What follows belongs to an exercise in optimizing a design on an open flow for small area and a short achievable clock period; a production flow would make more cautious choices. The RTL was checked by simulation tests, not by an equivalence proof against the original design. No driver is modelled on the clock port, so clocking that relies on it looks cheaper here than on a real chip. Power and IR drop assume default switching activity.

==> flow/design.v (excerpt) <==
module CPU_Top #(
    parameter ADDR_WIDTH = 32,
    parameter DAT_WIDTH = 32
) (
    input   clk,
    input   rst_n,
    output  [ADDR_WIDTH - 1 : 0]    im_PC_o,
    output  [ADDR_WIDTH - 1 : 0]    im_next_PC_o,
    input   [ADDR_WIDTH - 1 : 0]    im_wdata_i,
    output  [4 : 0]                 rs1_o,
    output  [4 : 0]                 rs2_o,
    output  [4 : 0]                 rd_o,
    output  [ADDR_WIDTH - 1 : 0]    ALU_o,
    output  [ADDR_WIDTH - 1 : 0]    memory_data_o,
    output  [ADDR_WIDTH - 1 : 0]    store_data_o
);
Size: ~210 I/O pins, ~130,000 µm² of cells after synthesis.
Settings: LEC_CHECK=0, ABC_CLOCK_PERIOD_IN_PS=3000, CAP_MARGIN=20, CORE_MARGIN=2, CORE_UTILIZATION=65, PLACE_DENSITY=0.72, SLEW_MARGIN=20, SYNTH_HIERARCHICAL=1, SYNTH_MINIMUM_KEEP_SIZE=0; clock period 20.0 ns.
standard.sh (not shown) runs the stock make flow with config.mk's settings and CLKGATE_MAP_FILE= SYNTH_SCRIPT=/design/flow/synth_recipe.tcl, a recipe that flattens the netlist after the stock synthesis.
==> flow/flow/run.sh <==
#!/bin/bash
# Layout flow: the standard synthesis unchanged, then the ORFS stages
# with these changes:
# - combinational cells set to their smallest size before floorplanning
#   (flow/downsize.tcl); repair_design and the sizing below grow them back
#   where timing needs it;
# - a lighter clock tree (no dummy loads, larger sink clusters);
# - ORFS's setup repair left at its default margin, and instead a greedy
#   sizing of the worst paths (flow/gsize.tcl) after CTS (flow/post_cts.tcl).
# Each stage's output goes to its own log file here; ORFS's own logs stay
# under orfs/logs.
set -euo pipefail
export FLOW_FLOW_DIR=$PWD/flow
export FLOW_GS_ITER=${FLOW_GS_ITER:-800}
bash standard.sh synth > log_1_synth.txt 2>&1
EXTRA=(
  MATCH_CELL_FOOTPRINT=0
  "PRE_FLOORPLAN_TCL=$PWD/flow/downsize.tcl"
  "POST_CTS_TCL=$PWD/flow/post_cts.tcl"
  "BUFFER_PORTS_ARGS=-buffer_cell sky130_fd_sc_hd__buf_4"
  "CTS_ARGS=-sink_clustering_enable -repair_clock_nets -dont_use_dummy_load -sink_clustering_size 25 -sink_clustering_max_diameter 100"
)
STAGES=${FLOW_STAGES:-floorplan place cts route finish}
n=2
for s in $STAGES; do
  bash standard.sh "${EXTRA[@]}" $s > log_${n}_$s.txt 2>&1
  n=$((n+1))
done
Other scripts of this flow, unchanged in this note and not shown: flow/flow/downsize.tcl, flow/flow/gsize.tcl, flow/flow/post_cts.tcl
Change:
--- a/flow/design.v
+++ b/flow/design.v
@@ -98,22 +98,28 @@
 assign y = a ^ b;
 endmodule
 module cpu_xnor2 (input a, b, output y);
 assign y = ~(a ^ b);
 endmodule
 module cpu_mux2 (input d0, d1, s, output y);
 assign y = s ? d1 : d0;
 endmodule
 module cpu_mux4 (input d0, d1, d2, d3, s0, s1, output y);
 assign y = s1 ? (s0 ? d3 : d2) : (s0 ? d1 : d0);
 endmodule
+module cpu_mux4_dup (input d0, d1, d2, d3, s0, s1, output y);
+assign y = s1 ? (s0 ? d3 : d2) : (s0 ? d1 : d0);
+endmodule
+module cpu_mux2_dup (input d0, d1, s, output y);
+assign y = s ? d1 : d0;
+endmodule
 module cpu_hold (input we, nwe, d, q, output y);
 assign y = (we & d) | (nwe & q);
 endmodule
 module cpu_rd32 #(
     parameter NRV = 16
 ) (
     input  [31:0] sel,
     input  [31:0] d,
     input  [15:0] rv,
     output        y,
     output        y2
@@ -379,42 +385,50 @@
                     if (i == 0) begin
                         c = 1'b0;
                     end else begin
                         sy = y ? s1[i-1] : s0[i-1];
                         gy = y ? g1[i-1] : 1'b0;
                         py = y ? p1[i-1] : p0[i-1];
                         c  = gy | (py & (sy ^ k[0]));
                     end
                     lt_d[i][k][{x[0], y[0]}] = ~(sx ^ k[1] ^ c);
                 end
 end
-wire [3:0] lt [0:5];
+wire [3:0] lt_a [0:5];
+wire [3:0] lt_b [0:5];
 generate
     for (gi = 0; gi < 6; gi++) begin : g_lt
         for (gb = 0; gb < 4; gb++) begin : g_k
             if (gi == 0) begin : g_0
                 if (gb < 2) begin : g_u
-                    cpu_mux2 u (.d0(lt_d[0][2*gb][0]), .d1(lt_d[0][2*gb][2]), .s(la[0]), .y(lt[0][2*gb]));
+                    cpu_mux2     ua (.d0(lt_d[0][2*gb][0]), .d1(lt_d[0][2*gb][2]), .s(la[0]), .y(lt_a[0][2*gb]));
+                    cpu_mux2_dup ub (.d0(lt_d[0][2*gb][0]), .d1(lt_d[0][2*gb][2]), .s(la[0]), .y(lt_b[0][2*gb]));
                 end
             end else begin : g_n
-                cpu_mux4 u (.d0(lt_d[gi][gb][0]), .d1(lt_d[gi][gb][1]), .d2(lt_d[gi][gb][2]),
-                            .d3(lt_d[gi][gb][3]), .s0(la[gi-1]), .s1(la[gi]), .y(lt[gi][gb]));
+                cpu_mux4     ua (.d0(lt_d[gi][gb][0]), .d1(lt_d[gi][gb][1]), .d2(lt_d[gi][gb][2]),
+                                 .d3(lt_d[gi][gb][3]), .s0(la[gi-1]), .s1(la[gi]), .y(lt_a[gi][gb]));
+                cpu_mux4_dup ub (.d0(lt_d[gi][gb][0]), .d1(lt_d[gi][gb][1]), .d2(lt_d[gi][gb][2]),
+                                 .d3(lt_d[gi][gb][3]), .s0(la[gi-1]), .s1(la[gi]), .y(lt_b[gi][gb]));
             end
         end
     end
 endgenerate
 wire [63:0] vld  = dm_v & {64{op_ld}};
 wire [63:0] nvld = ~dm_v & {64{op_ld}};
 wire [63:0] dm_dsel, dm_rsel;
 generate
     for (gi = 0; gi < 64; gi++) begin : g_sel
+        wire [3:0] lt [0:5];
+        for (gb = 0; gb < 6; gb++) begin : g_c
+            assign lt[gb] = (gi < 32) ? lt_a[gb] : lt_b[gb];
+        end
         wire a, b;
         cpu_nand4 ua (.a(lt[0][{gi[0], 1'b0}]), .b(lt[1][{gi[1], gi[0]}]),
                       .c(lt[2][{gi[2], gi[1]}]), .d(lt[3][{gi[3], gi[2]}]), .y(a));
         cpu_nand2 ub (.a(lt[4][{gi[4], gi[3]}]), .b(lt[5][{gi[5], gi[4]}]), .y(b));
         cpu_nor3  usd (.a(a), .b(b), .c(~vld[gi]), .y(dm_dsel[gi]));
         cpu_nor3  usr (.a(a), .b(b), .c(~nvld[gi]), .y(dm_rsel[gi]));
     end
 endgenerate
 wire        wb_a = ~op_ld & ~op_j & alu_arith;
 wire [31:0] wb_b = op_ld ? 32'b0 : op_j ? pc_plus4 : alu_lg;
 wire [31:0] wb_data;
The changed run completed without violations.
Final area grows by 0.44%.
First-iteration DRC count grows by 5.5%.
Synthesized area barely changes.
Via count stays flat.
Total power grows by 1.4%.
Global-route usage grows by 0.86 points.
Die area barely changes.
Wire length grows by 1.9%.
Register-to-register slack improves by 0.91 ns.
Clock skew grows by 0.038 ns.
Cell count barely changes.

-- static timing again, ports no longer ideal --
Ports are ideal in the flow. The routed layouts listed here were re-timed in OpenROAD. Step 1 sets driving cells, clkbuf_16 on the clock port and buf_2 on the other inputs (assumed; they add their load-dependent delay and slew). Step 2 moves the port delays by t, midway between the first and last clock arrival at a register: inputs arrive t later, outputs are due t later. That takes back most of the time a late clock gives input paths. Slacks: ideal / step 1 / step 2; pairs: ideal / step 1.
| run | t (ns) | setup WS [ns] | worst data-port slew with drivers (ns) |
|---|---|---|---|
| the first run | 0.961 | 6.437 / 6.380 / 6.380 | 0.18 |
| the second run | 0.932 | 6.299 / 6.232 / 6.232 | 0.25 |
After both steps setup and hold are still met in every run listed. For the second run, which loses most, drivers alone change the setup slack by -0.067 ns; drivers and shift together by -0.067 ns.
